This design comes from an exercise in tuning for small area and a short achievable clock period on the open sky130 flow, not from production work.
In this exercise RTL edits were held to simulation tests only and were not proved equivalent to the original.

==> try-pepper <==
==> flow/design.v (excerpt) <==
module mul_signed_64(
    input clk,
    input rst_n,
    input stb,
    input [63:0] din1,
    input [63:0] din2,
    output valid_out,
    output [127:0] dout
);
reg [2:0] vld;
always @(posedge clk or negedge rst_n)
    if (!rst_n) vld <= 0;
    else vld <= {vld[1:0], stb};
assign valid_out = vld[2];
wire [63:0] ma = din1, mb = din2;
wire [31:0] e_one, e_two, e_neg;
wire [64:0] a_ext = {ma, 1'b0};
genvar gi;
generate for (gi = 0; gi < 32; gi = gi + 1) begin : enc
  assign e_one[gi] = a_ext[2*gi+1] ^ a_ext[2*gi];
  assign e_two[gi] = (a_ext[2*gi+2] & ~a_ext[2*gi+1] & ~a_ext[2*gi]) | (~a_ext[2*gi+2] & a_ext[2*gi+1] & a_ext[2*gi]);
  assign e_neg[gi] = a_ext[2*gi+2];
end endgenerate
wire [64:0] bx = {mb[63], mb};
wire [65:0] bs = {mb[63], mb, 1'b0};
wire [64:0] pp0 = (({65{e_one[0]}} & bx) | ({65{e_two[0]}} & bs[64:0])) ^ {65{e_neg[0]}};
wire [64:0] pp1 = (({65{e_one[1]}} & bx) | ({65{e_two[1]}} & bs[64:0])) ^ {65{e_neg[1]}};
  ...
export LEC_CHECK = 0
export ABC_AREA = 1
export CAP_MARGIN = 20
export CORE_MARGIN = 2
export CORE_UTILIZATION = 40
export SETUP_SLACK_MARGIN = 2.3
export SLEW_MARGIN = 20
create_clock -name core_clock -period 5.5 [get_ports {clk}]
standard.sh (not shown) runs the stock make flow with config.mk's settings and CLKGATE_MAP_FILE= SYNTH_SCRIPT=/design/flow/synth_recipe.tcl, a recipe that flattens the netlist after the stock synthesis.
==> flow/flow/run.sh <==
#!/bin/bash
set -euo pipefail
here=$(pwd)
orfs=$(grep -o 'WORK_HOME=[^ ]*' standard.sh | head -1 | cut -d= -f2 | tr -d "'")
res=$orfs/results/$FLOW_PLATFORM/mul_signed_64/base
bash standard.sh "$res/1_2_yosys.v" > "$here/synth.log" 2>&1
python3 flow/fa_polarity.py "$res/1_2_yosys.v" "$res/1_2_yosys.pol.v" > "$here/fa_polarity.log" 2>&1
mv "$res/1_2_yosys.pol.v" "$res/1_2_yosys.v"
bash standard.sh > "$here/layout.log" 2>&1
Other scripts of this flow, unchanged in this note and not shown: flow/flow/fa_polarity.py
==> try-juniper: changes against try-pepper <==
--- a/flow/flow/run.sh
+++ b/flow/flow/run.sh
@@ -1,5 +1,7 @@
 #!/bin/bash
 set -euo pipefail
+# port buffers: a plain buffer instead of the delay cell buffer_ports picks by default
+export BUFFER_PORTS_ARGS="-buffer_cell sky130_fd_sc_hd__buf_2"
 here=$(pwd)
 orfs=$(grep -o 'WORK_HOME=[^ ]*' standard.sh | head -1 | cut -d= -f2 | tr -d "'")
 res=$orfs/results/$FLOW_PLATFORM/mul_signed_64/base
--- a/flow/config.mk
+++ b/flow/config.mk
@@ -8,6 +8,6 @@
 export ABC_AREA = 1
 export CAP_MARGIN = 20
 export CORE_MARGIN = 2
-export CORE_UTILIZATION = 40
-export SETUP_SLACK_MARGIN = 2.3
+export CORE_UTILIZATION = 45
+export SETUP_SLACK_MARGIN = 2.4
 export SLEW_MARGIN = 20
==> impl_metrics.env <==
export IMPL_cp_num_buf_inv=0
export IMPL_ctsHoldBuffers=1
export IMPL_cp_cell_sequence="fa_1 -> fa_1 -> fa_1 -> fa_2 -> fa_2"
export IMPL_slowest_delay_ps=790
export IMPL_grtUsageMet1=0.4957
export IMPL_via_per_inst=6.687
export IMPL_path_depth=5
export IMPL_wl_met1_um=194700
export IMPL_status="no timing/DRC/antenna violations"
export IMPL_die_h_um=512.5
export IMPL_num_rows=186
export IMPL_slew_headroom=0.1152
export IMPL_most_common_layout_cells="o22ai_1 (1883), fa_1 (1693), nand2_1 (1374)"
export IMPL_multi_input_area_share=0.6290
export IMPL_setup_ws_ps=2177
(the above is from try-juniper)
==> impl_metrics.env <==
export IMPL_grtUsageMet1=0.4321
export IMPL_multi_input_area_share=0.6140
export IMPL_wl_met1_um=194200
export IMPL_cp_cell_sequence="buf_2 -> buf_4 -> nand2_4 -> nand2_8 -> buf_12 -> o22ai_1 -> xnor2_1 -> fa_1 -> fa_1"
export IMPL_ctsHoldBuffers=0
export IMPL_status="no timing/DRC/antenna violations"
export IMPL_most_common_layout_cells="o22ai_1 (1998), fa_1 (1837), dfxtp_1 (1400)"
export IMPL_setup_ws_ps=2096
export IMPL_path_depth=9
export IMPL_cp_num_buf_inv=3
(the above is from try-pepper)

## what the ideal ports hide
How much do the figures lean on ideal ports? The routed layouts below were timed once more, with nothing changed but the port constraints. Step 1: set_driving_cell puts a clkbuf_16 on clk and a buf_2 on each other input, an assumption about the parent block. Step 2 moves the port delays by t, midway between the first and last clock arrival at a register: inputs arrive t later, outputs are due t later. That takes back most of the time a late clock gives input paths. Slacks: no drivers / after step 1 / after step 2; pairs: no drivers / after step 1.
run	t, ns	slack for setup (ns)	hold slack, ns	worst setup path after step 2
try-pepper	0.963	2.096 / 2.017 / 1.054	0.324 / 0.321 / 0.324	input to register
try-juniper	0.980	2.177 / 2.177 / 1.276	0.314 / 0.227 / 0.324	input to register
After both steps every run listed still meets setup and hold. For try-pepper, which loses most, drivers alone change the setup slack by -0.079 ns; drivers and shift together by -1.042 ns.
